This design comes from an exercise in tuning for small area on the open sky130 flow, not from production work.
The RTL was checked by simulation tests, not by an equivalence proof against the original design.
Power is estimated from default activity; no workload was simulated.

==> flow/design.v, too long to show whole: its modules and the start of the top module <==
// module rca: 18 lines
// module ge_r: 15 lines
// module fpadd: 49 lines
// module fpadd_pos: 27 lines
// module fpmul_tail: 22 lines
// module mant_mul: 327 lines
// module fpmul: 9 lines
// module mulc_0_0: 124 lines
// module mulc_0_1: 125 lines
// module mulc_0_2: 122 lines
// module mulc_0_3: 124 lines
// module mulc_0_4: 122 lines
// module mulc_0_5: 122 lines
// module mulc_0_6: 125 lines
// module mulc_0_7: 118 lines
// module mulc_0_8: 125 lines
// module mulc_0_9: 125 lines
// module mulc_0_10: 125 lines
// module mulc_0_11: 125 lines
// module mulc_0_12: 125 lines
// module mulc_0_13: 125 lines
// module mulc_0_14: 125 lines
// module mulc_0_15: 125 lines
// module mulc_1_0: 122 lines
// module mulc_1_1: 105 lines
// module mulc_1_2: 122 lines
// module mulc_1_3: 118 lines
// module mulc_1_4: 122 lines
// module mulc_1_5: 121 lines
// module mulc_1_6: 122 lines
// module mulc_1_7: 122 lines
// module mulc_1_8: 105 lines
// module mulc_1_9: 122 lines
// module mulc_1_10: 125 lines
// module mulc_1_11: 122 lines
// module mulc_1_12: 125 lines
// module mulc_1_13: 125 lines
// module mulc_1_14: 122 lines
// module mulc_1_15: 125 lines
// module mulc_2_0: 118 lines
// module mulc_2_1: 118 lines
// module mulc_2_2: 122 lines
// module mulc_2_3: 104 lines
// module mulc_2_4: 102 lines
// module mulc_2_5: 122 lines
// module mulc_2_6: 71 lines
// module mulc_2_7: 118 lines
// module mulc_2_8: 125 lines
// module mulc_2_9: 118 lines
// module mulc_2_10: 56 lines
// module mulc_2_11: 121 lines
// module mulc_2_12: 121 lines
// module mulc_2_13: 76 lines
// module mulc_2_14: 118 lines
// module mulc_2_15: 121 lines
// module CNNEngine: 1110 lines
module CNNEngine(
  input         clock,
  input         reset,
  input  [15:0] io_inputA_0,
  input  [15:0] io_inputA_1,
  input  [15:0] io_inputA_2,
  input  [15:0] io_inputA_3,
  input  [15:0] io_inputA_4,
  input  [15:0] io_inputA_5,
  input  [15:0] io_inputA_6,
  input  [15:0] io_inputA_7,
  input  [15:0] io_inputA_8,
  input  [15:0] io_inputB_0,
  input  [15:0] io_inputB_1,
  input  [15:0] io_inputB_2,
  input  [15:0] io_inputB_3,
  input  [15:0] io_inputB_4,
  input  [15:0] io_inputB_5,
  input  [15:0] io_inputB_6,
  input  [15:0] io_inputB_7,
  input  [15:0] io_inputB_8,
  input  [2:0]  io_DemuxSel0,
  input  [2:0]  io_DemuxSel,
  input         io_DemuxEn0_0,
  input         io_DemuxEn0_1,
  input         io_DemuxEn0_2,
  input         io_DemuxEn0_3,
  input         io_DemuxEn0_4,
  input         io_DemuxEn0_5,
  input         io_DemuxEn0_6,
  input         io_DemuxEn0_7,
  input         io_DemuxEn_0,
  input         io_DemuxEn_1,
  input         io_DemuxEn_2,
  input         io_DemuxEn_3,
  input         io_DemuxEn_4,
  input         io_DemuxEn_5,
  input         io_DemuxEn_6,
  input         io_DemuxEn_7,
  input         io_DemuxEn_8,
  input         io_DemuxEn_9,
  input         io_DemuxEn_10,
  input         io_DemuxEn_11,
  input         io_DemuxEn_12,
  input         io_DemuxEn_13,
  input         io_DemuxEn_14,
  input         io_DemuxEn_15,
  input         io_DemuxEn_16,
  input         io_DemuxEn_17,
  input         io_DemuxEn_18,
  input         io_DemuxEn_19,
  input         io_DemuxEn_20,
  input         io_DemuxEn_21,
  input         io_DemuxEn_22,
  input         io_DemuxEn_23,
  input         io_DemuxEn_24,
  input         io_DemuxEn_25,
  input         io_DemuxEn_26,
  input         io_DemuxEn_27,
  input         io_DemuxEn_28,
  input         io_DemuxEn_29,
  input         io_DemuxEn_30,
  input         io_DemuxEn_31,
  input         io_DemuxEn_32,
  input         io_DemuxEn_33,
  input         io_DemuxEn_34,
  input         io_DemuxEn_35,
  input         io_DemuxEn_36,
  input         io_DemuxEn_37,
  input         io_DemuxEn_38,
  input         io_DemuxEn_39,
  input         io_DemuxEn_40,
  input         io_DemuxEn_41,
  input         io_DemuxEn_42,
  input         io_DemuxEn_43,
  input         io_DemuxEn_44,
  input         io_DemuxEn_45,
  input         io_DemuxEn_46,
  input         io_DemuxEn_47,
  input         io_DemuxEn_48,
  input         io_DemuxEn_49,
  input         io_DemuxEn_50,
  input         io_DemuxEn_51,
  input         io_DemuxEn_52,
  input         io_DemuxEn_53,
  input         io_DemuxEn_54,
  input         io_DemuxEn_55,
  input         io_DemuxEn_56,
  input         io_DemuxEn_57,
  input         io_DemuxEn_58,
  input         io_DemuxEn_59,
  input         io_DemuxEn_60,
  input         io_DemuxEn_61,
  input         io_DemuxEn_62,
  input         io_DemuxEn_63,
  input  [1:0]  io_FCMuxSel,
  input         io_FCDemuxEn_0,
  input         io_FCDemuxEn_1,
  input         io_FCDemuxEn_2,
  // ...
==> flow/run.sh <==
#!/bin/bash
# synth_recipe.tcl (not shown) runs the flow's synth.tcl, then flattens the netlist and writes it again
# the make line also repeats each setting of config.mk as NAME=value (left out here)
make -C /OpenROAD-flow-scripts/flow DESIGN_CONFIG=/design/flow/config.mk WORK_HOME=/design/flow/orfs CLKGATE_MAP_FILE= SYNTH_SCRIPT=/design/flow/synth_recipe.tcl finish
==> flow/config.mk <==
export PLATFORM = sky130hd
export DESIGN_NAME = CNNEngine
export DESIGN_NICKNAME = CNNEngine
export VERILOG_FILES = /design/flow/design.v
export SDC_FILE = /design/flow/constraint.sdc
export NUM_CORES = 8
export LEC_CHECK = 0
export CAP_MARGIN = 20
export CORE_MARGIN = 2
export CORE_UTILIZATION = 40
export SLEW_MARGIN = 20
==> flow/constraint.sdc <==
create_clock -name core_clock -period 18.0 [get_ports {clock}]
set_input_delay 3.6000 -clock core_clock [delete_from_list [all_inputs] [get_ports {clock}]]
set_output_delay 3.6000 -clock core_clock [all_outputs]
set_load 0.01 [all_outputs]
==> key figures, run 1 <==
Cells and area
  – Number of flip-flops and latches: 3032
  – Signal buf overhead: 0.02747
  – Design area: 336200 um^2
  – # fillers: 75296
  – Area growth syn-to-layout: 9.031%

Floorplanning
  – Core area: 768700 um^2
  – # IOs: 554
  – Initial Util: 0.4011
  – Vert. Die Dim: 882.0 um
  – # Taps: 10206

STA
  – Slew Limit Fails: 0
  – Setup-failing EPs final: 0

Synth
  – Most common cell in the synthesized netlist: inv_1
  – Flops & latches, synth: 3032
  – Netlist cell types: 140
  – Synth Area in Adders: 0.2688
  – Synth Instances: 35939
  – Synth top area share: 0.1968
  – Sequential fraction of the synthesis area: 0.1968
  – Largest family of logic cells by synthesized area: adder cells

Critical path
  – Worst path depth: 57
  – Reg-to-Reg Start: M_7_2[0]
  – Top cell by count, worst path: fa_1
  – Crit path from: M_7_2[0]
  – R2R Setup Slk: 0.79 ns

Run status
  – Status: complete, no violations

Power
  – Comb pwr share: 0.614
  – Psw: 18.80 mW

CTS
  – Post-cts hold buffer count: 0
  – Root buffer cell: clkbuf_16

Detailed routing
  – Highest metal used: met5
  – Drt total wl: 1070000 um
  – DR iter-0 viols: 26768
  – Vias/cell: 5.747

Placed design
  – Hpwl dp: 854300 um
  – Port Buffers: 542
  – Placed cell area: 323100 um^2
  – Dpl cells: 45168

Hold path
  – WHS Endpoint: c3_8[5]

Job
  – MaxCap Viol Count: 0
==> module fpadd_pos, before the edit <==
module fpadd_pos (
  input  [14:0] a,
  input  [14:0] b,
  output [14:0] y
);
  wire [4:0] ea = a[14:10];
  wire [4:0] eb = b[14:10];
  wire [4:0] dab, dba;
  wire cab, cba;
  rca #(5) s1 (.a(ea), .b(~eb), .ci(1'b1), .s(dab), .co(cab));   
  wire swap = ~cab;
  wire [4:0] d = swap ? (5'd0 - dab) : dab;
  wire [4:0] eB = swap ? eb : ea;
  wire [9:0] fB = swap ? b[9:0] : a[9:0];
  wire [9:0] fS = swap ? a[9:0] : b[9:0];
  wire far = d[4] | (d[3] & (d[2] | d[1]));
  wire [10:0] sh = far ? 11'd0 : ({1'b1, fS} >> d[3:0]);
  wire [10:0] s11;
  wire co;
  rca #(11) add (.a({1'b1, fB}), .b(sh), .ci(1'b0), .s(s11), .co(co));
  wire bothzero = ~|{a, b};
  wire sat = co & (eB == 5'd30);
  wire [4:0] e1 = eB + 5'd1;
  assign y = bothzero ? 15'd0 :
             sat ? {5'd30, 10'h3ff} :
             co ? {e1, s11[10:1]} : {eB, s11[9:0]};
endmodule
==> module fpmul_tail, before the edit <==
module fpmul_tail (
  input  [15:0] a,
  input  [15:0] b,
  input  [10:0] ph,
  output [15:0] y
);
  wire [4:0] ra = a[14:10];
  wire [4:0] rb = b[14:10];
  wire [4:0] ea = {ra[4:1], ra[0] & ~(&ra[4:1])};
  wire [4:0] eb = {rb[4:1], rb[0] & ~(&rb[4:1])};
  wire        h = ph[10];
  wire [6:0] cond = {2'b0, ra} + {2'b0, rb} + {6'b0, h} - 7'd15;
  wire [4:0] e5 = ea + eb + {4'b0, h} - 5'd15;
  wire       under = cond[6] | (cond == 7'd0);
  wire       over  = ~cond[6] & (cond > 7'd30);
  wire [9:0] m = h ? ph[9:0] : {ph[8:0], 1'b0};
  wire       s = a[15] ^ b[15];
  assign y = ((ra == 5'd0) | (rb == 5'd0)) ? 16'h0 :
             under ? {s, 5'd1, 10'h200} :
             over  ? {s, 5'd30, 10'h3ff} :
                     {s, e5, m};
endmodule
==> inputs of run 2 (changes only) <==
--- a/flow/design.v
+++ b/flow/design.v
@@ -82,54 +82,56 @@
 endmodule
 module fpadd_pos (
   input  [14:0] a,
   input  [14:0] b,
   output [14:0] y
 );
   wire [4:0] ea = a[14:10];
   wire [4:0] eb = b[14:10];
-  wire [4:0] dab, dba;
-  wire cab, cba;
+  wire [4:0] dab;
+  wire cab;
   rca #(5) s1 (.a(ea), .b(~eb), .ci(1'b1), .s(dab), .co(cab));   
   wire swap = ~cab;
   wire [4:0] d = swap ? (5'd0 - dab) : dab;
   wire [4:0] eB = swap ? eb : ea;
   wire [9:0] fB = swap ? b[9:0] : a[9:0];
   wire [9:0] fS = swap ? a[9:0] : b[9:0];
   wire far = d[4] | (d[3] & (d[2] | d[1]));
   wire [10:0] sh = far ? 11'd0 : ({1'b1, fS} >> d[3:0]);
   wire [10:0] s11;
   wire co;
   rca #(11) add (.a({1'b1, fB}), .b(sh), .ci(1'b0), .s(s11), .co(co));
   wire bothzero = ~|{a, b};
-  wire sat = co & (eB == 5'd30);
   wire [4:0] e1 = eB + 5'd1;
-  assign y = bothzero ? 15'd0 :
-             sat ? {5'd30, 10'h3ff} :
-             co ? {e1, s11[10:1]} : {eB, s11[9:0]};
+  wire sat = co & (&e1);
+  wire [4:0] ex = co ? {e1[4:1], e1[0] & ~sat} : eB;
+  wire [9:0] fr = (co ? s11[10:1] : s11[9:0]) | {10{sat}};
+  assign y = {ex[4:1], ex[0] & ~bothzero, fr};
 endmodule
 module fpmul_tail (
   input  [15:0] a,
   input  [15:0] b,
   input  [10:0] ph,
   output [15:0] y
 );
   wire [4:0] ra = a[14:10];
   wire [4:0] rb = b[14:10];
-  wire [4:0] ea = {ra[4:1], ra[0] & ~(&ra[4:1])};
-  wire [4:0] eb = {rb[4:1], rb[0] & ~(&rb[4:1])};
   wire        h = ph[10];
-  wire [6:0] cond = {2'b0, ra} + {2'b0, rb} + {6'b0, h} - 7'd15;
-  wire [4:0] e5 = ea + eb + {4'b0, h} - 5'd15;
-  wire       under = cond[6] | (cond == 7'd0);
-  wire       over  = ~cond[6] & (cond > 7'd30);
+  wire [4:0] t5;
+  wire       t6;
+  rca #(5) es (.a(ra), .b(rb), .ci(h), .s(t5), .co(t6));    
+  wire under = ~t6 & ~t5[4];                                 
+  wire over  = t6 & (t5[4] | (t5[3] & t5[2] & t5[1]));       
+  wire n31 = (&ra) | (&rb);
+  wire [4:0] e5 = {~t5[4], t5[3:0]} + {4'b0, ~n31};          
   wire [9:0] m = h ? ph[9:0] : {ph[8:0], 1'b0};
   wire       s = a[15] ^ b[15];
-  assign y = ((ra == 5'd0) | (rb == 5'd0)) ? 16'h0 :
+  wire zero = ~|ra | ~|rb;
+  assign y = zero  ? 16'h0 :
              under ? {s, 5'd1, 10'h200} :
              over  ? {s, 5'd30, 10'h3ff} :
                      {s, e5, m};
 endmodule
 module mant_mul (
   input  [9:0]  fa,
   input  [9:0]  fb,
   output [10:0] ph
@@ -6298,318 +6300,414 @@
   reg [14:0] R_6;
   wire rw_6 = io_DemuxEn0_6 & (io_DemuxSel0 == 3'd6);
   always @(posedge clock) R_6 <= ({15{rw_6}} & conv) | ({15{~io_DemuxEn0_6}} & R_6);
   reg [14:0] R_7;
   wire rw_7 = io_DemuxEn0_7 & (io_DemuxSel0 == 3'd7);
   always @(posedge clock) R_7 <= ({15{rw_7}} & conv) | ({15{~io_DemuxEn0_7}} & R_7);
   reg [14:0] M_0_0;
   wire mw_0_0 = io_DemuxEn_0 & (io_DemuxSel == 3'd0);
-  always @(posedge clock) M_0_0 <= ({15{mw_0_0}} & R_0) | ({15{~io_DemuxEn_0}} & M_0_0);
+  wire [14:0] Mn_0_0 = ({15{mw_0_0}} & R_0) | ({15{~io_DemuxEn_0}} & M_0_0);
+  always @(posedge clock) M_0_0 <= Mn_0_0;
   reg [14:0] M_0_1;
   wire mw_0_1 = io_DemuxEn_1 & (io_DemuxSel == 3'd1);
-  always @(posedge clock) M_0_1 <= ({15{mw_0_1}} & R_0) | ({15{~io_DemuxEn_1}} & M_0_1);
+  wire [14:0] Mn_0_1 = ({15{mw_0_1}} & R_0) | ({15{~io_DemuxEn_1}} & M_0_1);
+  always @(posedge clock) M_0_1 <= Mn_0_1;
   reg [14:0] M_0_2;
   wire mw_0_2 = io_DemuxEn_2 & (io_DemuxSel == 3'd2);
-  always @(posedge clock) M_0_2 <= ({15{mw_0_2}} & R_0) | ({15{~io_DemuxEn_2}} & M_0_2);
+  wire [14:0] Mn_0_2 = ({15{mw_0_2}} & R_0) | ({15{~io_DemuxEn_2}} & M_0_2);
+  always @(posedge clock) M_0_2 <= Mn_0_2;
   reg [14:0] M_0_3;
   wire mw_0_3 = io_DemuxEn_3 & (io_DemuxSel == 3'd3);
-  always @(posedge clock) M_0_3 <= ({15{mw_0_3}} & R_0) | ({15{~io_DemuxEn_3}} & M_0_3);
+  wire [14:0] Mn_0_3 = ({15{mw_0_3}} & R_0) | ({15{~io_DemuxEn_3}} & M_0_3);
+  always @(posedge clock) M_0_3 <= Mn_0_3;
   reg [14:0] M_0_4;
   wire mw_0_4 = io_DemuxEn_4 & (io_DemuxSel == 3'd4);
-  always @(posedge clock) M_0_4 <= ({15{mw_0_4}} & R_0) | ({15{~io_DemuxEn_4}} & M_0_4);
+  wire [14:0] Mn_0_4 = ({15{mw_0_4}} & R_0) | ({15{~io_DemuxEn_4}} & M_0_4);
+  always @(posedge clock) M_0_4 <= Mn_0_4;
   reg [14:0] M_0_5;
   wire mw_0_5 = io_DemuxEn_5 & (io_DemuxSel == 3'd5);
-  always @(posedge clock) M_0_5 <= ({15{mw_0_5}} & R_0) | ({15{~io_DemuxEn_5}} & M_0_5);
+  wire [14:0] Mn_0_5 = ({15{mw_0_5}} & R_0) | ({15{~io_DemuxEn_5}} & M_0_5);
+  always @(posedge clock) M_0_5 <= Mn_0_5;
   reg [14:0] M_0_6;
   wire mw_0_6 = io_DemuxEn_6 & (io_DemuxSel == 3'd6);
-  always @(posedge clock) M_0_6 <= ({15{mw_0_6}} & R_0) | ({15{~io_DemuxEn_6}} & M_0_6);
+  wire [14:0] Mn_0_6 = ({15{mw_0_6}} & R_0) | ({15{~io_DemuxEn_6}} & M_0_6);
+  always @(posedge clock) M_0_6 <= Mn_0_6;
   reg [14:0] M_0_7;
   wire mw_0_7 = io_DemuxEn_7 & (io_DemuxSel == 3'd7);
-  always @(posedge clock) M_0_7 <= ({15{mw_0_7}} & R_0) | ({15{~io_DemuxEn_7}} & M_0_7);
+  wire [14:0] Mn_0_7 = ({15{mw_0_7}} & R_0) | ({15{~io_DemuxEn_7}} & M_0_7);
+  always @(posedge clock) M_0_7 <= Mn_0_7;
   reg [14:0] M_1_0;
   wire mw_1_0 = io_DemuxEn_8 & (io_DemuxSel == 3'd0);
-  always @(posedge clock) M_1_0 <= ({15{mw_1_0}} & R_1) | ({15{~io_DemuxEn_8}} & M_1_0);
+  wire [14:0] Mn_1_0 = ({15{mw_1_0}} & R_1) | ({15{~io_DemuxEn_8}} & M_1_0);
+  always @(posedge clock) M_1_0 <= Mn_1_0;
   reg [14:0] M_1_1;
   wire mw_1_1 = io_DemuxEn_9 & (io_DemuxSel == 3'd1);
-  always @(posedge clock) M_1_1 <= ({15{mw_1_1}} & R_1) | ({15{~io_DemuxEn_9}} & M_1_1);
+  wire [14:0] Mn_1_1 = ({15{mw_1_1}} & R_1) | ({15{~io_DemuxEn_9}} & M_1_1);
+  always @(posedge clock) M_1_1 <= Mn_1_1;
   reg [14:0] M_1_2;
   wire mw_1_2 = io_DemuxEn_10 & (io_DemuxSel == 3'd2);
-  always @(posedge clock) M_1_2 <= ({15{mw_1_2}} & R_1) | ({15{~io_DemuxEn_10}} & M_1_2);
+  wire [14:0] Mn_1_2 = ({15{mw_1_2}} & R_1) | ({15{~io_DemuxEn_10}} & M_1_2);
+  always @(posedge clock) M_1_2 <= Mn_1_2;
   reg [14:0] M_1_3;
   wire mw_1_3 = io_DemuxEn_11 & (io_DemuxSel == 3'd3);
-  always @(posedge clock) M_1_3 <= ({15{mw_1_3}} & R_1) | ({15{~io_DemuxEn_11}} & M_1_3);
+  wire [14:0] Mn_1_3 = ({15{mw_1_3}} & R_1) | ({15{~io_DemuxEn_11}} & M_1_3);
+  always @(posedge clock) M_1_3 <= Mn_1_3;
   reg [14:0] M_1_4;
   wire mw_1_4 = io_DemuxEn_12 & (io_DemuxSel == 3'd4);
-  always @(posedge clock) M_1_4 <= ({15{mw_1_4}} & R_1) | ({15{~io_DemuxEn_12}} & M_1_4);
+  wire [14:0] Mn_1_4 = ({15{mw_1_4}} & R_1) | ({15{~io_DemuxEn_12}} & M_1_4);
+  always @(posedge clock) M_1_4 <= Mn_1_4;
   reg [14:0] M_1_5;
   wire mw_1_5 = io_DemuxEn_13 & (io_DemuxSel == 3'd5);
-  always @(posedge clock) M_1_5 <= ({15{mw_1_5}} & R_1) | ({15{~io_DemuxEn_13}} & M_1_5);
+  wire [14:0] Mn_1_5 = ({15{mw_1_5}} & R_1) | ({15{~io_DemuxEn_13}} & M_1_5);
+  always @(posedge clock) M_1_5 <= Mn_1_5;
   reg [14:0] M_1_6;
   wire mw_1_6 = io_DemuxEn_14 & (io_DemuxSel == 3'd6);
-  always @(posedge clock) M_1_6 <= ({15{mw_1_6}} & R_1) | ({15{~io_DemuxEn_14}} & M_1_6);
+  wire [14:0] Mn_1_6 = ({15{mw_1_6}} & R_1) | ({15{~io_DemuxEn_14}} & M_1_6);
+  always @(posedge clock) M_1_6 <= Mn_1_6;
   reg [14:0] M_1_7;
   wire mw_1_7 = io_DemuxEn_15 & (io_DemuxSel == 3'd7);
-  always @(posedge clock) M_1_7 <= ({15{mw_1_7}} & R_1) | ({15{~io_DemuxEn_15}} & M_1_7);
+  wire [14:0] Mn_1_7 = ({15{mw_1_7}} & R_1) | ({15{~io_DemuxEn_15}} & M_1_7);
+  always @(posedge clock) M_1_7 <= Mn_1_7;
   reg [14:0] M_2_0;
   wire mw_2_0 = io_DemuxEn_16 & (io_DemuxSel == 3'd0);
-  always @(posedge clock) M_2_0 <= ({15{mw_2_0}} & R_2) | ({15{~io_DemuxEn_16}} & M_2_0);
+  wire [14:0] Mn_2_0 = ({15{mw_2_0}} & R_2) | ({15{~io_DemuxEn_16}} & M_2_0);
+  always @(posedge clock) M_2_0 <= Mn_2_0;
   reg [14:0] M_2_1;
   wire mw_2_1 = io_DemuxEn_17 & (io_DemuxSel == 3'd1);
-  always @(posedge clock) M_2_1 <= ({15{mw_2_1}} & R_2) | ({15{~io_DemuxEn_17}} & M_2_1);
+  wire [14:0] Mn_2_1 = ({15{mw_2_1}} & R_2) | ({15{~io_DemuxEn_17}} & M_2_1);
+  always @(posedge clock) M_2_1 <= Mn_2_1;
   reg [14:0] M_2_2;
   wire mw_2_2 = io_DemuxEn_18 & (io_DemuxSel == 3'd2);
-  always @(posedge clock) M_2_2 <= ({15{mw_2_2}} & R_2) | ({15{~io_DemuxEn_18}} & M_2_2);
+  wire [14:0] Mn_2_2 = ({15{mw_2_2}} & R_2) | ({15{~io_DemuxEn_18}} & M_2_2);
+  always @(posedge clock) M_2_2 <= Mn_2_2;
   reg [14:0] M_2_3;
   wire mw_2_3 = io_DemuxEn_19 & (io_DemuxSel == 3'd3);
-  always @(posedge clock) M_2_3 <= ({15{mw_2_3}} & R_2) | ({15{~io_DemuxEn_19}} & M_2_3);
+  wire [14:0] Mn_2_3 = ({15{mw_2_3}} & R_2) | ({15{~io_DemuxEn_19}} & M_2_3);
+  always @(posedge clock) M_2_3 <= Mn_2_3;
   reg [14:0] M_2_4;
   wire mw_2_4 = io_DemuxEn_20 & (io_DemuxSel == 3'd4);
-  always @(posedge clock) M_2_4 <= ({15{mw_2_4}} & R_2) | ({15{~io_DemuxEn_20}} & M_2_4);
+  wire [14:0] Mn_2_4 = ({15{mw_2_4}} & R_2) | ({15{~io_DemuxEn_20}} & M_2_4);
+  always @(posedge clock) M_2_4 <= Mn_2_4;
   reg [14:0] M_2_5;
   wire mw_2_5 = io_DemuxEn_21 & (io_DemuxSel == 3'd5);
-  always @(posedge clock) M_2_5 <= ({15{mw_2_5}} & R_2) | ({15{~io_DemuxEn_21}} & M_2_5);
+  wire [14:0] Mn_2_5 = ({15{mw_2_5}} & R_2) | ({15{~io_DemuxEn_21}} & M_2_5);
+  always @(posedge clock) M_2_5 <= Mn_2_5;
   reg [14:0] M_2_6;
   wire mw_2_6 = io_DemuxEn_22 & (io_DemuxSel == 3'd6);
-  always @(posedge clock) M_2_6 <= ({15{mw_2_6}} & R_2) | ({15{~io_DemuxEn_22}} & M_2_6);
+  wire [14:0] Mn_2_6 = ({15{mw_2_6}} & R_2) | ({15{~io_DemuxEn_22}} & M_2_6);
+  always @(posedge clock) M_2_6 <= Mn_2_6;
   reg [14:0] M_2_7;
   wire mw_2_7 = io_DemuxEn_23 & (io_DemuxSel == 3'd7);
-  always @(posedge clock) M_2_7 <= ({15{mw_2_7}} & R_2) | ({15{~io_DemuxEn_23}} & M_2_7);
+  wire [14:0] Mn_2_7 = ({15{mw_2_7}} & R_2) | ({15{~io_DemuxEn_23}} & M_2_7);
+  always @(posedge clock) M_2_7 <= Mn_2_7;
   reg [14:0] M_3_0;
   wire mw_3_0 = io_DemuxEn_24 & (io_DemuxSel == 3'd0);
-  always @(posedge clock) M_3_0 <= ({15{mw_3_0}} & R_3) | ({15{~io_DemuxEn_24}} & M_3_0);
+  wire [14:0] Mn_3_0 = ({15{mw_3_0}} & R_3) | ({15{~io_DemuxEn_24}} & M_3_0);
+  always @(posedge clock) M_3_0 <= Mn_3_0;
   reg [14:0] M_3_1;
   wire mw_3_1 = io_DemuxEn_25 & (io_DemuxSel == 3'd1);
-  always @(posedge clock) M_3_1 <= ({15{mw_3_1}} & R_3) | ({15{~io_DemuxEn_25}} & M_3_1);
+  wire [14:0] Mn_3_1 = ({15{mw_3_1}} & R_3) | ({15{~io_DemuxEn_25}} & M_3_1);
+  always @(posedge clock) M_3_1 <= Mn_3_1;
   reg [14:0] M_3_2;
   wire mw_3_2 = io_DemuxEn_26 & (io_DemuxSel == 3'd2);
-  always @(posedge clock) M_3_2 <= ({15{mw_3_2}} & R_3) | ({15{~io_DemuxEn_26}} & M_3_2);
+  wire [14:0] Mn_3_2 = ({15{mw_3_2}} & R_3) | ({15{~io_DemuxEn_26}} & M_3_2);
+  always @(posedge clock) M_3_2 <= Mn_3_2;
   reg [14:0] M_3_3;
   wire mw_3_3 = io_DemuxEn_27 & (io_DemuxSel == 3'd3);
-  always @(posedge clock) M_3_3 <= ({15{mw_3_3}} & R_3) | ({15{~io_DemuxEn_27}} & M_3_3);
+  wire [14:0] Mn_3_3 = ({15{mw_3_3}} & R_3) | ({15{~io_DemuxEn_27}} & M_3_3);
+  always @(posedge clock) M_3_3 <= Mn_3_3;
   reg [14:0] M_3_4;
   wire mw_3_4 = io_DemuxEn_28 & (io_DemuxSel == 3'd4);
-  always @(posedge clock) M_3_4 <= ({15{mw_3_4}} & R_3) | ({15{~io_DemuxEn_28}} & M_3_4);
+  wire [14:0] Mn_3_4 = ({15{mw_3_4}} & R_3) | ({15{~io_DemuxEn_28}} & M_3_4);
+  always @(posedge clock) M_3_4 <= Mn_3_4;
   reg [14:0] M_3_5;
   wire mw_3_5 = io_DemuxEn_29 & (io_DemuxSel == 3'd5);
-  always @(posedge clock) M_3_5 <= ({15{mw_3_5}} & R_3) | ({15{~io_DemuxEn_29}} & M_3_5);
+  wire [14:0] Mn_3_5 = ({15{mw_3_5}} & R_3) | ({15{~io_DemuxEn_29}} & M_3_5);
+  always @(posedge clock) M_3_5 <= Mn_3_5;
   reg [14:0] M_3_6;
   wire mw_3_6 = io_DemuxEn_30 & (io_DemuxSel == 3'd6);
-  always @(posedge clock) M_3_6 <= ({15{mw_3_6}} & R_3) | ({15{~io_DemuxEn_30}} & M_3_6);
+  wire [14:0] Mn_3_6 = ({15{mw_3_6}} & R_3) | ({15{~io_DemuxEn_30}} & M_3_6);
+  always @(posedge clock) M_3_6 <= Mn_3_6;
   reg [14:0] M_3_7;
   wire mw_3_7 = io_DemuxEn_31 & (io_DemuxSel == 3'd7);
-  always @(posedge clock) M_3_7 <= ({15{mw_3_7}} & R_3) | ({15{~io_DemuxEn_31}} & M_3_7);
+  wire [14:0] Mn_3_7 = ({15{mw_3_7}} & R_3) | ({15{~io_DemuxEn_31}} & M_3_7);
+  always @(posedge clock) M_3_7 <= Mn_3_7;
   reg [14:0] M_4_0;
   wire mw_4_0 = io_DemuxEn_32 & (io_DemuxSel == 3'd0);
-  always @(posedge clock) M_4_0 <= ({15{mw_4_0}} & R_4) | ({15{~io_DemuxEn_32}} & M_4_0);
+  wire [14:0] Mn_4_0 = ({15{mw_4_0}} & R_4) | ({15{~io_DemuxEn_32}} & M_4_0);
+  always @(posedge clock) M_4_0 <= Mn_4_0;
   reg [14:0] M_4_1;
   wire mw_4_1 = io_DemuxEn_33 & (io_DemuxSel == 3'd1);
-  always @(posedge clock) M_4_1 <= ({15{mw_4_1}} & R_4) | ({15{~io_DemuxEn_33}} & M_4_1);
+  wire [14:0] Mn_4_1 = ({15{mw_4_1}} & R_4) | ({15{~io_DemuxEn_33}} & M_4_1);
+  always @(posedge clock) M_4_1 <= Mn_4_1;
   reg [14:0] M_4_2;
   wire mw_4_2 = io_DemuxEn_34 & (io_DemuxSel == 3'd2);
-  always @(posedge clock) M_4_2 <= ({15{mw_4_2}} & R_4) | ({15{~io_DemuxEn_34}} & M_4_2);
+  wire [14:0] Mn_4_2 = ({15{mw_4_2}} & R_4) | ({15{~io_DemuxEn_34}} & M_4_2);
+  always @(posedge clock) M_4_2 <= Mn_4_2;
   reg [14:0] M_4_3;
   wire mw_4_3 = io_DemuxEn_35 & (io_DemuxSel == 3'd3);
-  always @(posedge clock) M_4_3 <= ({15{mw_4_3}} & R_4) | ({15{~io_DemuxEn_35}} & M_4_3);
+  wire [14:0] Mn_4_3 = ({15{mw_4_3}} & R_4) | ({15{~io_DemuxEn_35}} & M_4_3);
+  always @(posedge clock) M_4_3 <= Mn_4_3;
   reg [14:0] M_4_4;
   wire mw_4_4 = io_DemuxEn_36 & (io_DemuxSel == 3'd4);
-  always @(posedge clock) M_4_4 <= ({15{mw_4_4}} & R_4) | ({15{~io_DemuxEn_36}} & M_4_4);
+  wire [14:0] Mn_4_4 = ({15{mw_4_4}} & R_4) | ({15{~io_DemuxEn_36}} & M_4_4);
+  always @(posedge clock) M_4_4 <= Mn_4_4;
   reg [14:0] M_4_5;
   wire mw_4_5 = io_DemuxEn_37 & (io_DemuxSel == 3'd5);
-  always @(posedge clock) M_4_5 <= ({15{mw_4_5}} & R_4) | ({15{~io_DemuxEn_37}} & M_4_5);
+  wire [14:0] Mn_4_5 = ({15{mw_4_5}} & R_4) | ({15{~io_DemuxEn_37}} & M_4_5);
+  always @(posedge clock) M_4_5 <= Mn_4_5;
   reg [14:0] M_4_6;
   wire mw_4_6 = io_DemuxEn_38 & (io_DemuxSel == 3'd6);
-  always @(posedge clock) M_4_6 <= ({15{mw_4_6}} & R_4) | ({15{~io_DemuxEn_38}} & M_4_6);
+  wire [14:0] Mn_4_6 = ({15{mw_4_6}} & R_4) | ({15{~io_DemuxEn_38}} & M_4_6);
+  always @(posedge clock) M_4_6 <= Mn_4_6;
   reg [14:0] M_4_7;
   wire mw_4_7 = io_DemuxEn_39 & (io_DemuxSel == 3'd7);
-  always @(posedge clock) M_4_7 <= ({15{mw_4_7}} & R_4) | ({15{~io_DemuxEn_39}} & M_4_7);
+  wire [14:0] Mn_4_7 = ({15{mw_4_7}} & R_4) | ({15{~io_DemuxEn_39}} & M_4_7);
+  always @(posedge clock) M_4_7 <= Mn_4_7;
   reg [14:0] M_5_0;
   wire mw_5_0 = io_DemuxEn_40 & (io_DemuxSel == 3'd0);
-  always @(posedge clock) M_5_0 <= ({15{mw_5_0}} & R_5) | ({15{~io_DemuxEn_40}} & M_5_0);
+  wire [14:0] Mn_5_0 = ({15{mw_5_0}} & R_5) | ({15{~io_DemuxEn_40}} & M_5_0);
+  always @(posedge clock) M_5_0 <= Mn_5_0;
   reg [14:0] M_5_1;
   wire mw_5_1 = io_DemuxEn_41 & (io_DemuxSel == 3'd1);
-  always @(posedge clock) M_5_1 <= ({15{mw_5_1}} & R_5) | ({15{~io_DemuxEn_41}} & M_5_1);
+  wire [14:0] Mn_5_1 = ({15{mw_5_1}} & R_5) | ({15{~io_DemuxEn_41}} & M_5_1);
+  always @(posedge clock) M_5_1 <= Mn_5_1;
   reg [14:0] M_5_2;
   wire mw_5_2 = io_DemuxEn_42 & (io_DemuxSel == 3'd2);
-  always @(posedge clock) M_5_2 <= ({15{mw_5_2}} & R_5) | ({15{~io_DemuxEn_42}} & M_5_2);
+  wire [14:0] Mn_5_2 = ({15{mw_5_2}} & R_5) | ({15{~io_DemuxEn_42}} & M_5_2);
+  always @(posedge clock) M_5_2 <= Mn_5_2;
   reg [14:0] M_5_3;
   wire mw_5_3 = io_DemuxEn_43 & (io_DemuxSel == 3'd3);
-  always @(posedge clock) M_5_3 <= ({15{mw_5_3}} & R_5) | ({15{~io_DemuxEn_43}} & M_5_3);
+  wire [14:0] Mn_5_3 = ({15{mw_5_3}} & R_5) | ({15{~io_DemuxEn_43}} & M_5_3);
+  always @(posedge clock) M_5_3 <= Mn_5_3;
   reg [14:0] M_5_4;
   wire mw_5_4 = io_DemuxEn_44 & (io_DemuxSel == 3'd4);
-  always @(posedge clock) M_5_4 <= ({15{mw_5_4}} & R_5) | ({15{~io_DemuxEn_44}} & M_5_4);
+  wire [14:0] Mn_5_4 = ({15{mw_5_4}} & R_5) | ({15{~io_DemuxEn_44}} & M_5_4);
+  always @(posedge clock) M_5_4 <= Mn_5_4;
   reg [14:0] M_5_5;
   wire mw_5_5 = io_DemuxEn_45 & (io_DemuxSel == 3'd5);
-  always @(posedge clock) M_5_5 <= ({15{mw_5_5}} & R_5) | ({15{~io_DemuxEn_45}} & M_5_5);
+  wire [14:0] Mn_5_5 = ({15{mw_5_5}} & R_5) | ({15{~io_DemuxEn_45}} & M_5_5);
+  always @(posedge clock) M_5_5 <= Mn_5_5;
   reg [14:0] M_5_6;
   wire mw_5_6 = io_DemuxEn_46 & (io_DemuxSel == 3'd6);
-  always @(posedge clock) M_5_6 <= ({15{mw_5_6}} & R_5) | ({15{~io_DemuxEn_46}} & M_5_6);
+  wire [14:0] Mn_5_6 = ({15{mw_5_6}} & R_5) | ({15{~io_DemuxEn_46}} & M_5_6);
+  always @(posedge clock) M_5_6 <= Mn_5_6;
   reg [14:0] M_5_7;
   wire mw_5_7 = io_DemuxEn_47 & (io_DemuxSel == 3'd7);
-  always @(posedge clock) M_5_7 <= ({15{mw_5_7}} & R_5) | ({15{~io_DemuxEn_47}} & M_5_7);
+  wire [14:0] Mn_5_7 = ({15{mw_5_7}} & R_5) | ({15{~io_DemuxEn_47}} & M_5_7);
+  always @(posedge clock) M_5_7 <= Mn_5_7;
   reg [14:0] M_6_0;
   wire mw_6_0 = io_DemuxEn_48 & (io_DemuxSel == 3'd0);
-  always @(posedge clock) M_6_0 <= ({15{mw_6_0}} & R_6) | ({15{~io_DemuxEn_48}} & M_6_0);
+  wire [14:0] Mn_6_0 = ({15{mw_6_0}} & R_6) | ({15{~io_DemuxEn_48}} & M_6_0);
+  always @(posedge clock) M_6_0 <= Mn_6_0;
   reg [14:0] M_6_1;
   wire mw_6_1 = io_DemuxEn_49 & (io_DemuxSel == 3'd1);
-  always @(posedge clock) M_6_1 <= ({15{mw_6_1}} & R_6) | ({15{~io_DemuxEn_49}} & M_6_1);
+  wire [14:0] Mn_6_1 = ({15{mw_6_1}} & R_6) | ({15{~io_DemuxEn_49}} & M_6_1);
+  always @(posedge clock) M_6_1 <= Mn_6_1;
   reg [14:0] M_6_2;
   wire mw_6_2 = io_DemuxEn_50 & (io_DemuxSel == 3'd2);
-  always @(posedge clock) M_6_2 <= ({15{mw_6_2}} & R_6) | ({15{~io_DemuxEn_50}} & M_6_2);
+  wire [14:0] Mn_6_2 = ({15{mw_6_2}} & R_6) | ({15{~io_DemuxEn_50}} & M_6_2);
+  always @(posedge clock) M_6_2 <= Mn_6_2;
   reg [14:0] M_6_3;
   wire mw_6_3 = io_DemuxEn_51 & (io_DemuxSel == 3'd3);
-  always @(posedge clock) M_6_3 <= ({15{mw_6_3}} & R_6) | ({15{~io_DemuxEn_51}} & M_6_3);
+  wire [14:0] Mn_6_3 = ({15{mw_6_3}} & R_6) | ({15{~io_DemuxEn_51}} & M_6_3);
+  always @(posedge clock) M_6_3 <= Mn_6_3;
   reg [14:0] M_6_4;
   wire mw_6_4 = io_DemuxEn_52 & (io_DemuxSel == 3'd4);
-  always @(posedge clock) M_6_4 <= ({15{mw_6_4}} & R_6) | ({15{~io_DemuxEn_52}} & M_6_4);
+  wire [14:0] Mn_6_4 = ({15{mw_6_4}} & R_6) | ({15{~io_DemuxEn_52}} & M_6_4);
+  always @(posedge clock) M_6_4 <= Mn_6_4;
   reg [14:0] M_6_5;
   wire mw_6_5 = io_DemuxEn_53 & (io_DemuxSel == 3'd5);
-  always @(posedge clock) M_6_5 <= ({15{mw_6_5}} & R_6) | ({15{~io_DemuxEn_53}} & M_6_5);
+  wire [14:0] Mn_6_5 = ({15{mw_6_5}} & R_6) | ({15{~io_DemuxEn_53}} & M_6_5);
+  always @(posedge clock) M_6_5 <= Mn_6_5;
   reg [14:0] M_6_6;
   wire mw_6_6 = io_DemuxEn_54 & (io_DemuxSel == 3'd6);
-  always @(posedge clock) M_6_6 <= ({15{mw_6_6}} & R_6) | ({15{~io_DemuxEn_54}} & M_6_6);
+  wire [14:0] Mn_6_6 = ({15{mw_6_6}} & R_6) | ({15{~io_DemuxEn_54}} & M_6_6);
+  always @(posedge clock) M_6_6 <= Mn_6_6;
   reg [14:0] M_6_7;
   wire mw_6_7 = io_DemuxEn_55 & (io_DemuxSel == 3'd7);
-  always @(posedge clock) M_6_7 <= ({15{mw_6_7}} & R_6) | ({15{~io_DemuxEn_55}} & M_6_7);
+  wire [14:0] Mn_6_7 = ({15{mw_6_7}} & R_6) | ({15{~io_DemuxEn_55}} & M_6_7);
+  always @(posedge clock) M_6_7 <= Mn_6_7;
   reg [14:0] M_7_0;
   wire mw_7_0 = io_DemuxEn_56 & (io_DemuxSel == 3'd0);
-  always @(posedge clock) M_7_0 <= ({15{mw_7_0}} & R_7) | ({15{~io_DemuxEn_56}} & M_7_0);
+  wire [14:0] Mn_7_0 = ({15{mw_7_0}} & R_7) | ({15{~io_DemuxEn_56}} & M_7_0);
+  always @(posedge clock) M_7_0 <= Mn_7_0;
   reg [14:0] M_7_1;
   wire mw_7_1 = io_DemuxEn_57 & (io_DemuxSel == 3'd1);
-  always @(posedge clock) M_7_1 <= ({15{mw_7_1}} & R_7) | ({15{~io_DemuxEn_57}} & M_7_1);
+  wire [14:0] Mn_7_1 = ({15{mw_7_1}} & R_7) | ({15{~io_DemuxEn_57}} & M_7_1);
+  always @(posedge clock) M_7_1 <= Mn_7_1;
   reg [14:0] M_7_2;
   wire mw_7_2 = io_DemuxEn_58 & (io_DemuxSel == 3'd2);
-  always @(posedge clock) M_7_2 <= ({15{mw_7_2}} & R_7) | ({15{~io_DemuxEn_58}} & M_7_2);
+  wire [14:0] Mn_7_2 = ({15{mw_7_2}} & R_7) | ({15{~io_DemuxEn_58}} & M_7_2);
+  always @(posedge clock) M_7_2 <= Mn_7_2;
   reg [14:0] M_7_3;
   wire mw_7_3 = io_DemuxEn_59 & (io_DemuxSel == 3'd3);
-  always @(posedge clock) M_7_3 <= ({15{mw_7_3}} & R_7) | ({15{~io_DemuxEn_59}} & M_7_3);
+  wire [14:0] Mn_7_3 = ({15{mw_7_3}} & R_7) | ({15{~io_DemuxEn_59}} & M_7_3);
+  always @(posedge clock) M_7_3 <= Mn_7_3;
   reg [14:0] M_7_4;
   wire mw_7_4 = io_DemuxEn_60 & (io_DemuxSel == 3'd4);
-  always @(posedge clock) M_7_4 <= ({15{mw_7_4}} & R_7) | ({15{~io_DemuxEn_60}} & M_7_4);
+  wire [14:0] Mn_7_4 = ({15{mw_7_4}} & R_7) | ({15{~io_DemuxEn_60}} & M_7_4);
+  always @(posedge clock) M_7_4 <= Mn_7_4;
   reg [14:0] M_7_5;
   wire mw_7_5 = io_DemuxEn_61 & (io_DemuxSel == 3'd5);
-  always @(posedge clock) M_7_5 <= ({15{mw_7_5}} & R_7) | ({15{~io_DemuxEn_61}} & M_7_5);
+  wire [14:0] Mn_7_5 = ({15{mw_7_5}} & R_7) | ({15{~io_DemuxEn_61}} & M_7_5);
+  always @(posedge clock) M_7_5 <= Mn_7_5;
   reg [14:0] M_7_6;
   wire mw_7_6 = io_DemuxEn_62 & (io_DemuxSel == 3'd6);
-  always @(posedge clock) M_7_6 <= ({15{mw_7_6}} & R_7) | ({15{~io_DemuxEn_62}} & M_7_6);
+  wire [14:0] Mn_7_6 = ({15{mw_7_6}} & R_7) | ({15{~io_DemuxEn_62}} & M_7_6);
+  always @(posedge clock) M_7_6 <= Mn_7_6;
   reg [14:0] M_7_7;
   wire mw_7_7 = io_DemuxEn_63 & (io_DemuxSel == 3'd7);
-  always @(posedge clock) M_7_7 <= ({15{mw_7_7}} & R_7) | ({15{~io_DemuxEn_63}} & M_7_7);
+  wire [14:0] Mn_7_7 = ({15{mw_7_7}} & R_7) | ({15{~io_DemuxEn_63}} & M_7_7);
+  always @(posedge clock) M_7_7 <= Mn_7_7;
   wire ga_0, gb_0, gc_0;
-  ge_r #(15) pga_0 (.a(M_0_0), .b(M_1_0), .ge(ga_0));
-  ge_r #(15) pgb_0 (.a(M_0_1), .b(M_1_1), .ge(gb_0));
-  wire [14:0] pa_0 = ga_0 ? M_0_0 : M_1_0;
-  wire [14:0] pb_0 = gb_0 ? M_0_1 : M_1_1;
+  ge_r #(15) pga_0 (.a(Mn_0_0), .b(Mn_1_0), .ge(ga_0));
+  ge_r #(15) pgb_0 (.a(Mn_0_1), .b(Mn_1_1), .ge(gb_0));
+  wire [14:0] pa_0 = ga_0 ? Mn_0_0 : Mn_1_0;
+  wire [14:0] pb_0 = gb_0 ? Mn_0_1 : Mn_1_1;
   ge_r #(15) pgc_0 (.a(pa_0), .b(pb_0), .ge(gc_0));
-  wire [14:0] pool_0 = gc_0 ? pa_0 : pb_0;
+  wire [14:0] pooln_0 = gc_0 ? pa_0 : pb_0;
+  reg [14:0] pool_0;
+  always @(posedge clock) pool_0 <= pooln_0;
   wire ga_1, gb_1, gc_1;
-  ge_r #(15) pga_1 (.a(M_2_0), .b(M_3_0), .ge(ga_1));
-  ge_r #(15) pgb_1 (.a(M_2_1), .b(M_3_1), .ge(gb_1));
-  wire [14:0] pa_1 = ga_1 ? M_2_0 : M_3_0;
-  wire [14:0] pb_1 = gb_1 ? M_2_1 : M_3_1;
+  ge_r #(15) pga_1 (.a(Mn_2_0), .b(Mn_3_0), .ge(ga_1));
+  ge_r #(15) pgb_1 (.a(Mn_2_1), .b(Mn_3_1), .ge(gb_1));
+  wire [14:0] pa_1 = ga_1 ? Mn_2_0 : Mn_3_0;
+  wire [14:0] pb_1 = gb_1 ? Mn_2_1 : Mn_3_1;
   ge_r #(15) pgc_1 (.a(pa_1), .b(pb_1), .ge(gc_1));
-  wire [14:0] pool_1 = gc_1 ? pa_1 : pb_1;
+  wire [14:0] pooln_1 = gc_1 ? pa_1 : pb_1;
+  reg [14:0] pool_1;
+  always @(posedge clock) pool_1 <= pooln_1;
   wire ga_2, gb_2, gc_2;
-  ge_r #(15) pga_2 (.a(M_4_0), .b(M_5_0), .ge(ga_2));
-  ge_r #(15) pgb_2 (.a(M_4_1), .b(M_5_1), .ge(gb_2));
-  wire [14:0] pa_2 = ga_2 ? M_4_0 : M_5_0;
-  wire [14:0] pb_2 = gb_2 ? M_4_1 : M_5_1;
+  ge_r #(15) pga_2 (.a(Mn_4_0), .b(Mn_5_0), .ge(ga_2));
+  ge_r #(15) pgb_2 (.a(Mn_4_1), .b(Mn_5_1), .ge(gb_2));
+  wire [14:0] pa_2 = ga_2 ? Mn_4_0 : Mn_5_0;
+  wire [14:0] pb_2 = gb_2 ? Mn_4_1 : Mn_5_1;
   ge_r #(15) pgc_2 (.a(pa_2), .b(pb_2), .ge(gc_2));
-  wire [14:0] pool_2 = gc_2 ? pa_2 : pb_2;
+  wire [14:0] pooln_2 = gc_2 ? pa_2 : pb_2;
+  reg [14:0] pool_2;
+  always @(posedge clock) pool_2 <= pooln_2;
   wire ga_3, gb_3, gc_3;
-  ge_r #(15) pga_3 (.a(M_6_0), .b(M_7_0), .ge(ga_3));
-  ge_r #(15) pgb_3 (.a(M_6_1), .b(M_7_1), .ge(gb_3));
-  wire [14:0] pa_3 = ga_3 ? M_6_0 : M_7_0;
-  wire [14:0] pb_3 = gb_3 ? M_6_1 : M_7_1;
+  ge_r #(15) pga_3 (.a(Mn_6_0), .b(Mn_7_0), .ge(ga_3));
+  ge_r #(15) pgb_3 (.a(Mn_6_1), .b(Mn_7_1), .ge(gb_3));
+  wire [14:0] pa_3 = ga_3 ? Mn_6_0 : Mn_7_0;
+  wire [14:0] pb_3 = gb_3 ? Mn_6_1 : Mn_7_1;
   ge_r #(15) pgc_3 (.a(pa_3), .b(pb_3), .ge(gc_3));
-  wire [14:0] pool_3 = gc_3 ? pa_3 : pb_3;
+  wire [14:0] pooln_3 = gc_3 ? pa_3 : pb_3;
+  reg [14:0] pool_3;
+  always @(posedge clock) pool_3 <= pooln_3;
   wire ga_4, gb_4, gc_4;
-  ge_r #(15) pga_4 (.a(M_0_2), .b(M_1_2), .ge(ga_4));
-  ge_r #(15) pgb_4 (.a(M_0_3), .b(M_1_3), .ge(gb_4));
-  wire [14:0] pa_4 = ga_4 ? M_0_2 : M_1_2;
-  wire [14:0] pb_4 = gb_4 ? M_0_3 : M_1_3;
+  ge_r #(15) pga_4 (.a(Mn_0_2), .b(Mn_1_2), .ge(ga_4));
+  ge_r #(15) pgb_4 (.a(Mn_0_3), .b(Mn_1_3), .ge(gb_4));
+  wire [14:0] pa_4 = ga_4 ? Mn_0_2 : Mn_1_2;
+  wire [14:0] pb_4 = gb_4 ? Mn_0_3 : Mn_1_3;
   ge_r #(15) pgc_4 (.a(pa_4), .b(pb_4), .ge(gc_4));
-  wire [14:0] pool_4 = gc_4 ? pa_4 : pb_4;
+  wire [14:0] pooln_4 = gc_4 ? pa_4 : pb_4;
+  reg [14:0] pool_4;
+  always @(posedge clock) pool_4 <= pooln_4;
   wire ga_5, gb_5, gc_5;
-  ge_r #(15) pga_5 (.a(M_2_2), .b(M_3_2), .ge(ga_5));
-  ge_r #(15) pgb_5 (.a(M_2_3), .b(M_3_3), .ge(gb_5));
-  wire [14:0] pa_5 = ga_5 ? M_2_2 : M_3_2;
-  wire [14:0] pb_5 = gb_5 ? M_2_3 : M_3_3;
+  ge_r #(15) pga_5 (.a(Mn_2_2), .b(Mn_3_2), .ge(ga_5));
+  ge_r #(15) pgb_5 (.a(Mn_2_3), .b(Mn_3_3), .ge(gb_5));
+  wire [14:0] pa_5 = ga_5 ? Mn_2_2 : Mn_3_2;
+  wire [14:0] pb_5 = gb_5 ? Mn_2_3 : Mn_3_3;
   ge_r #(15) pgc_5 (.a(pa_5), .b(pb_5), .ge(gc_5));
-  wire [14:0] pool_5 = gc_5 ? pa_5 : pb_5;
+  wire [14:0] pooln_5 = gc_5 ? pa_5 : pb_5;
+  reg [14:0] pool_5;
+  always @(posedge clock) pool_5 <= pooln_5;
   wire ga_6, gb_6, gc_6;
-  ge_r #(15) pga_6 (.a(M_4_2), .b(M_5_2), .ge(ga_6));
-  ge_r #(15) pgb_6 (.a(M_4_3), .b(M_5_3), .ge(gb_6));
-  wire [14:0] pa_6 = ga_6 ? M_4_2 : M_5_2;
-  wire [14:0] pb_6 = gb_6 ? M_4_3 : M_5_3;
+  ge_r #(15) pga_6 (.a(Mn_4_2), .b(Mn_5_2), .ge(ga_6));
+  ge_r #(15) pgb_6 (.a(Mn_4_3), .b(Mn_5_3), .ge(gb_6));
+  wire [14:0] pa_6 = ga_6 ? Mn_4_2 : Mn_5_2;
+  wire [14:0] pb_6 = gb_6 ? Mn_4_3 : Mn_5_3;
   ge_r #(15) pgc_6 (.a(pa_6), .b(pb_6), .ge(gc_6));
-  wire [14:0] pool_6 = gc_6 ? pa_6 : pb_6;
+  wire [14:0] pooln_6 = gc_6 ? pa_6 : pb_6;
+  reg [14:0] pool_6;
+  always @(posedge clock) pool_6 <= pooln_6;
   wire ga_7, gb_7, gc_7;
-  ge_r #(15) pga_7 (.a(M_6_2), .b(M_7_2), .ge(ga_7));
-  ge_r #(15) pgb_7 (.a(M_6_3), .b(M_7_3), .ge(gb_7));
-  wire [14:0] pa_7 = ga_7 ? M_6_2 : M_7_2;
-  wire [14:0] pb_7 = gb_7 ? M_6_3 : M_7_3;
+  ge_r #(15) pga_7 (.a(Mn_6_2), .b(Mn_7_2), .ge(ga_7));
+  ge_r #(15) pgb_7 (.a(Mn_6_3), .b(Mn_7_3), .ge(gb_7));
+  wire [14:0] pa_7 = ga_7 ? Mn_6_2 : Mn_7_2;
+  wire [14:0] pb_7 = gb_7 ? Mn_6_3 : Mn_7_3;
   ge_r #(15) pgc_7 (.a(pa_7), .b(pb_7), .ge(gc_7));
-  wire [14:0] pool_7 = gc_7 ? pa_7 : pb_7;
+  wire [14:0] pooln_7 = gc_7 ? pa_7 : pb_7;
+  reg [14:0] pool_7;
+  always @(posedge clock) pool_7 <= pooln_7;
   wire ga_8, gb_8, gc_8;
-  ge_r #(15) pga_8 (.a(M_0_4), .b(M_1_4), .ge(ga_8));
-  ge_r #(15) pgb_8 (.a(M_0_5), .b(M_1_5), .ge(gb_8));
-  wire [14:0] pa_8 = ga_8 ? M_0_4 : M_1_4;
-  wire [14:0] pb_8 = gb_8 ? M_0_5 : M_1_5;
+  ge_r #(15) pga_8 (.a(Mn_0_4), .b(Mn_1_4), .ge(ga_8));
+  ge_r #(15) pgb_8 (.a(Mn_0_5), .b(Mn_1_5), .ge(gb_8));
+  wire [14:0] pa_8 = ga_8 ? Mn_0_4 : Mn_1_4;
+  wire [14:0] pb_8 = gb_8 ? Mn_0_5 : Mn_1_5;
   ge_r #(15) pgc_8 (.a(pa_8), .b(pb_8), .ge(gc_8));
-  wire [14:0] pool_8 = gc_8 ? pa_8 : pb_8;
+  wire [14:0] pooln_8 = gc_8 ? pa_8 : pb_8;
+  reg [14:0] pool_8;
+  always @(posedge clock) pool_8 <= pooln_8;
   wire ga_9, gb_9, gc_9;
-  ge_r #(15) pga_9 (.a(M_2_4), .b(M_3_4), .ge(ga_9));
-  ge_r #(15) pgb_9 (.a(M_2_5), .b(M_3_5), .ge(gb_9));
-  wire [14:0] pa_9 = ga_9 ? M_2_4 : M_3_4;
-  wire [14:0] pb_9 = gb_9 ? M_2_5 : M_3_5;
+  ge_r #(15) pga_9 (.a(Mn_2_4), .b(Mn_3_4), .ge(ga_9));
+  ge_r #(15) pgb_9 (.a(Mn_2_5), .b(Mn_3_5), .ge(gb_9));
+  wire [14:0] pa_9 = ga_9 ? Mn_2_4 : Mn_3_4;
+  wire [14:0] pb_9 = gb_9 ? Mn_2_5 : Mn_3_5;
   ge_r #(15) pgc_9 (.a(pa_9), .b(pb_9), .ge(gc_9));
-  wire [14:0] pool_9 = gc_9 ? pa_9 : pb_9;
+  wire [14:0] pooln_9 = gc_9 ? pa_9 : pb_9;
+  reg [14:0] pool_9;
+  always @(posedge clock) pool_9 <= pooln_9;
   wire ga_10, gb_10, gc_10;
-  ge_r #(15) pga_10 (.a(M_4_4), .b(M_5_4), .ge(ga_10));
-  ge_r #(15) pgb_10 (.a(M_4_5), .b(M_5_5), .ge(gb_10));
-  wire [14:0] pa_10 = ga_10 ? M_4_4 : M_5_4;
-  wire [14:0] pb_10 = gb_10 ? M_4_5 : M_5_5;
+  ge_r #(15) pga_10 (.a(Mn_4_4), .b(Mn_5_4), .ge(ga_10));
+  ge_r #(15) pgb_10 (.a(Mn_4_5), .b(Mn_5_5), .ge(gb_10));
+  wire [14:0] pa_10 = ga_10 ? Mn_4_4 : Mn_5_4;
+  wire [14:0] pb_10 = gb_10 ? Mn_4_5 : Mn_5_5;
   ge_r #(15) pgc_10 (.a(pa_10), .b(pb_10), .ge(gc_10));
-  wire [14:0] pool_10 = gc_10 ? pa_10 : pb_10;
+  wire [14:0] pooln_10 = gc_10 ? pa_10 : pb_10;
+  reg [14:0] pool_10;
+  always @(posedge clock) pool_10 <= pooln_10;
   wire ga_11, gb_11, gc_11;
-  ge_r #(15) pga_11 (.a(M_6_4), .b(M_7_4), .ge(ga_11));
-  ge_r #(15) pgb_11 (.a(M_6_5), .b(M_7_5), .ge(gb_11));
-  wire [14:0] pa_11 = ga_11 ? M_6_4 : M_7_4;
-  wire [14:0] pb_11 = gb_11 ? M_6_5 : M_7_5;
+  ge_r #(15) pga_11 (.a(Mn_6_4), .b(Mn_7_4), .ge(ga_11));
+  ge_r #(15) pgb_11 (.a(Mn_6_5), .b(Mn_7_5), .ge(gb_11));
+  wire [14:0] pa_11 = ga_11 ? Mn_6_4 : Mn_7_4;
+  wire [14:0] pb_11 = gb_11 ? Mn_6_5 : Mn_7_5;
   ge_r #(15) pgc_11 (.a(pa_11), .b(pb_11), .ge(gc_11));
-  wire [14:0] pool_11 = gc_11 ? pa_11 : pb_11;
+  wire [14:0] pooln_11 = gc_11 ? pa_11 : pb_11;
+  reg [14:0] pool_11;
+  always @(posedge clock) pool_11 <= pooln_11;
   wire ga_12, gb_12, gc_12;
-  ge_r #(15) pga_12 (.a(M_0_6), .b(M_1_6), .ge(ga_12));
-  ge_r #(15) pgb_12 (.a(M_0_7), .b(M_1_7), .ge(gb_12));
-  wire [14:0] pa_12 = ga_12 ? M_0_6 : M_1_6;
-  wire [14:0] pb_12 = gb_12 ? M_0_7 : M_1_7;
+  ge_r #(15) pga_12 (.a(Mn_0_6), .b(Mn_1_6), .ge(ga_12));
+  ge_r #(15) pgb_12 (.a(Mn_0_7), .b(Mn_1_7), .ge(gb_12));
+  wire [14:0] pa_12 = ga_12 ? Mn_0_6 : Mn_1_6;
+  wire [14:0] pb_12 = gb_12 ? Mn_0_7 : Mn_1_7;
   ge_r #(15) pgc_12 (.a(pa_12), .b(pb_12), .ge(gc_12));
-  wire [14:0] pool_12 = gc_12 ? pa_12 : pb_12;
+  wire [14:0] pooln_12 = gc_12 ? pa_12 : pb_12;
+  reg [14:0] pool_12;
+  always @(posedge clock) pool_12 <= pooln_12;
   wire ga_13, gb_13, gc_13;
-  ge_r #(15) pga_13 (.a(M_2_6), .b(M_3_6), .ge(ga_13));
-  ge_r #(15) pgb_13 (.a(M_2_7), .b(M_3_7), .ge(gb_13));
-  wire [14:0] pa_13 = ga_13 ? M_2_6 : M_3_6;
-  wire [14:0] pb_13 = gb_13 ? M_2_7 : M_3_7;
+  ge_r #(15) pga_13 (.a(Mn_2_6), .b(Mn_3_6), .ge(ga_13));
+  ge_r #(15) pgb_13 (.a(Mn_2_7), .b(Mn_3_7), .ge(gb_13));
+  wire [14:0] pa_13 = ga_13 ? Mn_2_6 : Mn_3_6;
+  wire [14:0] pb_13 = gb_13 ? Mn_2_7 : Mn_3_7;
   ge_r #(15) pgc_13 (.a(pa_13), .b(pb_13), .ge(gc_13));
-  wire [14:0] pool_13 = gc_13 ? pa_13 : pb_13;
+  wire [14:0] pooln_13 = gc_13 ? pa_13 : pb_13;
+  reg [14:0] pool_13;
+  always @(posedge clock) pool_13 <= pooln_13;
   wire ga_14, gb_14, gc_14;
-  ge_r #(15) pga_14 (.a(M_4_6), .b(M_5_6), .ge(ga_14));
-  ge_r #(15) pgb_14 (.a(M_4_7), .b(M_5_7), .ge(gb_14));
-  wire [14:0] pa_14 = ga_14 ? M_4_6 : M_5_6;
-  wire [14:0] pb_14 = gb_14 ? M_4_7 : M_5_7;
+  ge_r #(15) pga_14 (.a(Mn_4_6), .b(Mn_5_6), .ge(ga_14));
+  ge_r #(15) pgb_14 (.a(Mn_4_7), .b(Mn_5_7), .ge(gb_14));
+  wire [14:0] pa_14 = ga_14 ? Mn_4_6 : Mn_5_6;
+  wire [14:0] pb_14 = gb_14 ? Mn_4_7 : Mn_5_7;
   ge_r #(15) pgc_14 (.a(pa_14), .b(pb_14), .ge(gc_14));
-  wire [14:0] pool_14 = gc_14 ? pa_14 : pb_14;
+  wire [14:0] pooln_14 = gc_14 ? pa_14 : pb_14;
+  reg [14:0] pool_14;
+  always @(posedge clock) pool_14 <= pooln_14;
   wire ga_15, gb_15, gc_15;
-  ge_r #(15) pga_15 (.a(M_6_6), .b(M_7_6), .ge(ga_15));
-  ge_r #(15) pgb_15 (.a(M_6_7), .b(M_7_7), .ge(gb_15));
-  wire [14:0] pa_15 = ga_15 ? M_6_6 : M_7_6;
-  wire [14:0] pb_15 = gb_15 ? M_6_7 : M_7_7;
+  ge_r #(15) pga_15 (.a(Mn_6_6), .b(Mn_7_6), .ge(ga_15));
+  ge_r #(15) pgb_15 (.a(Mn_6_7), .b(Mn_7_7), .ge(gb_15));
+  wire [14:0] pa_15 = ga_15 ? Mn_6_6 : Mn_7_6;
+  wire [14:0] pb_15 = gb_15 ? Mn_6_7 : Mn_7_7;
   ge_r #(15) pgc_15 (.a(pa_15), .b(pb_15), .ge(gc_15));
-  wire [14:0] pool_15 = gc_15 ? pa_15 : pb_15;
+  wire [14:0] pooln_15 = gc_15 ? pa_15 : pb_15;
+  reg [14:0] pool_15;
+  always @(posedge clock) pool_15 <= pooln_15;
   wire [14:0] mm1_0 = {4'b0, 1'b1, pool_0[9:0]};
   wire [14:0] mm3_0; wire mc3_0; rca #(15) ma3_0 (.a(mm1_0 << 2), .b(~mm1_0), .ci(1'b1), .s(mm3_0), .co(mc3_0));
   wire [14:0] mm5_0; wire mc5_0; rca #(15) ma5_0 (.a(mm1_0 << 2), .b(mm1_0), .ci(1'b0), .s(mm5_0), .co(mc5_0));
   wire [14:0] mm7_0; wire mc7_0; rca #(15) ma7_0 (.a(mm1_0 << 3), .b(~mm1_0), .ci(1'b1), .s(mm7_0), .co(mc7_0));
   wire [14:0] mm9_0; wire mc9_0; rca #(15) ma9_0 (.a(mm1_0 << 3), .b(mm1_0), .ci(1'b0), .s(mm9_0), .co(mc9_0));
   wire [14:0] mm11_0; wire mc11_0; rca #(15) ma11_0 (.a(mm1_0 << 3), .b(mm3_0), .ci(1'b0), .s(mm11_0), .co(mc11_0));
   wire [14:0] mm13_0; wire mc13_0; rca #(15) ma13_0 (.a(mm1_0 << 3), .b(mm5_0), .ci(1'b0), .s(mm13_0), .co(mc13_0));
   wire [14:0] mm15_0; wire mc15_0; rca #(15) ma15_0 (.a(mm1_0 << 4), .b(~mm1_0), .ci(1'b1), .s(mm15_0), .co(mc15_0));
==> flow/flow/run.sh (new file) <==
#!/bin/bash
set -euo pipefail
WORK=$(pwd)
rm -rf "$WORK/scripts_abc"
cp -r "$FLOW_HOME/scripts" "$WORK/scripts_abc"
cp "$WORK/flow/abc.script" "$WORK/scripts_abc/abc_speed.script"
export SCRIPTS_DIR="$WORK/scripts_abc"
bash "$WORK/standard.sh" > "$WORK/standard_flow.log" 2>&1
==> flow/flow/abc.script (new file) <==
strash
&get -n
&fraig -x
&put
dc2
strash
dch -f
amap
==> flow/standard.sh (new file) <==
#!/bin/bash
# synth_recipe.tcl (not shown) runs the flow's synth.tcl, then flattens the netlist and writes it again
# the make line also repeats each setting of config.mk as NAME=value (left out here)
make -C /OpenROAD-flow-scripts/flow DESIGN_CONFIG=/design/flow/config.mk WORK_HOME=/design/flow/orfs CLKGATE_MAP_FILE= SYNTH_SCRIPT=/design/flow/synth_recipe.tcl "${@:-finish}"
removed: flow/run.sh
==> key figures, run 2 <==
Run status
  – Status: complete, no violations

Hold path
  – Hold WC Path Type: flip-flop to flip-flop
  – Hold_sp: fl4_0_0[6]

STA
  – Period minus WS final: 14.97 ns
  – Clock Skew: 0.1237 ns
  – Slew of the pin with the lowest slew margin: 1.379 ns
  – Slew Limit Fails: 0 (unchanged)
  – Final hold viol count: 0
  – Slew HR: 0.07439
  – Max Clk Rate: 66.79 MHz
  – RSZ-0062 raised after global routing: false
  – Final WS setup: 3.029 ns
  – Setup-failing EPs final: 0 (unchanged)
  – Fin crit share: 0.8317

Power
  – Pwr dens: 160.2 nW/um^2
  – VDD IR max: 0.4373 mV
  – Pleak: 112.4 nW

CTS
  – TritonCTS Buffers: 369
  – Clk Latency, worst-skew pair: 1.09 ns
  – Clk buf depth: 4
  – Root buffer cell: clkbuf_16
  – Total number of H-tree levels: 5
  – Post-cts hold buffer count: 0 (unchanged)
  – Post-cts resize count: 0
  – CTS tree: done
  – Clk slew on worst S/H paths: 0.07 ns
  – Postcts setup bufs: 0
  – Clock Sinks: 3272

Cells and area
  – Commonest non-fill, non-tap cell in the layout: clkinv_1
  – # fillers: 68245 (-9.4%)
  – Post-Route Utilization: 0.4511
  – Multi-input logic area: 187500 um^2
  – Area growth syn-to-layout: 12.58%
  – Most frequent cells in the layout: clkinv_1, nor2_1, dfxtp_1, o22ai_1, fa_1
  – Fin nets: 39516
  – Register Area: 65500 um^2
  – Layout cells sized above 1: 0.04202
  – Design area: 310700 um^2 (-7.6%)

Synth
  – Synthesized area: 276000 um^2
  – Flops & latches, synth: 3272 (+7.9%)
  – Synth Instances: 33578 (-6.6%)
  – Area contributors post-synth: dfxtp_1, fa_1, clkinv_1, o22ai_1, ha_1
  – Most common cell in the synthesized netlist: clkinv_1
  – Post-synth EDFFs: 0
  – Leading register cell type out of synthesis: dfxtp_1
  – Top cells by count, synth: clkinv_1, nor2_1, o22ai_1
  – Sequential fraction of the synthesis area: 0.2373 (+0.04048)
  – Syn_area_per_cell: 8.220 um^2
  – Post-synth top area cell: dfxtp_1
  – Netlist cell types: 63 (-55%)
  – Synth top area share: 0.2373 (+0.04048)
  – Ys async rst share: 0
  – Ys Warns: 2

Global routing
  – First-pass GRT wire length: 1514000 um
  – Largest net degree at the start of global routing: 117
  – Vias in the first global route: 246167
  – Grt ovf: 0
  – GR Util All Layers: 0.2790
  – Initial antenna violation count: 153

Detailed routing
  – Router iterations before antenna repair: 10
  – Vias/cell: 5.828 (+1.4%)
  – Routed via count: 258516
  – Drt wl/cell: 22.72 um
  – Antenna viol nets, final: 0
  – Post-route DRC: 0
  – DR iter-0 viols: 25225 (-5.8%)
  – Drt total wl: 1008000 um (-5.8%)

Placed design
  – Pre-CTS WS: 2.922 ns
  – Placed cell area: 297500 um^2 (-7.9%)
  – Port Buffers: 542 (unchanged)
  – GPL Wtd Cong: 1.006
  – Hpwl dp: 815700 um (-4.5%)

Critical path
  – Reg-to-Reg Start: pool_5[0]
  – Worst EP arrival: 15.86 ns
  – Top cell by count, worst path: fa_1
  – Crit path from: pool_5[0]
  – Crit Path Max Fanout: 11
  – Worst Setup Start Kind: flip-flop
  – Slowest CP cell: o21ai_0
  – CP Capture Type: flip-flop
  – Worst EP required: 18.89 ns
  – Slowest Stage Delay on Critical Path: 0.79 ns
  – Setup Crit Path Kind: flip-flop to flip-flop

Floorplanning
  – Die width: 834.7 um
  – Vert. Die Dim: 834.7 um (-5.4%)
  – Core area: 688800 um^2 (-10%)
  – Initial Util: 0.4007 (-0.0004387)
  – # IOs: 554 (unchanged)
  – Die ar.: 696700 um^2
  – Row count: 305

Job
  – MaxCap Viol Count: 0 (unchanged)
run 2: cell types whose count changed in the layout (fill, tap and decap cells not counted), moves of 737 or more:
cell	delta
clkinv_1	+6573
a21oi_1	-1020
mux2i_1	-1913
o22ai_1	+2250
nand2_1	-1018
o22a_1	+1156
mux2_2	-737
nor2_1	+2449
inv_1	-5002
run 2: cells by family after synthesis:
logic type / Yosys count / synth area share
AOI/OAI and AO/OA: 10189 / 0.2510
and+or+nand+nor: 8950 / 0.1412
buffers and inverters: 6753 / 0.09199
adders and majority gates: 4394 / 0.2779
DFF: 3272 / 0.2373
xor gates and xnor gates: 19 / 0.0006029
other: 1 / 0.00001359
run 2: layout make-up:
cell class	count	share of cell area
clock buffer	480	0.03317
multi-input combinational	23563	0.6034
antenna	88	0.0007087
clock inverter	200	0.008299
sequential	3272	0.2108
tap	9210	0.03709
timing repair buffer	808	0.02426
inverter	6734	0.08230
run 2: power by group:
group	total (mW)	internal [mW]	switching (mW)
registers	9.14	8.32	0.822
clock network	8.03	4.64	3.39
logic	32.6	12.2	20.4
run 2: worst paths after layout:
kind	endpoint	slack (ns)	depth (start not counted)
setup / recovery	fp_2_5[9]	3.03	47
hold / removal	fl5_0[6]	0.32	0
setup reg to reg	fp_2_5[9]	3.03	47
hold reg to reg	fl5_0[6]	0.32	0
run 2: metal layers:
layer,GRT usage,wire (um),vias up
met3,0.06070,91270,1854
met1,0.3837,437200,124957
met4,0.1053,44130,70
met2,0.4297,434900,10661
met5,0,422,-
li1,-,-,120974
run 2: critical path, delay by kind of cell (launching register included):
| family | cells | cell delay [ns] |
|---|---|---|
| AO/OA/AOI/OAI | 4 | 2.19 |
| adder cells (fa/ha/maj) | 28 | 9.66 |
| flip-flops | 1 | 0.65 |
| buffers and inverters | 13 | 2.11 |
| AND/OR/NAND/NOR | 2 | 0.15 |
run 2: per-stage QoR:
step	TNS (ns)	cells	hold slack [ns]	power, mW
floorplan	-181.09	33588	0.3096	31.99
global placement	0	43578	0.3106	40.80
detailed placement	0	43582	0.3121	41.18
CTS	0	44262	0.3073	49.48
global route	0	44287	0.3274	54.03
finish	0	44355	0.3165	49.77

Setup slack of run 2, layout unchanged: 3.029 ns with ideal ports, 3.029 ns with driving cells assumed (clock clkbuf_16, inputs buf_2), 2.943 ns with port delays also shifted by the 1.160 ns mid clock arrival.
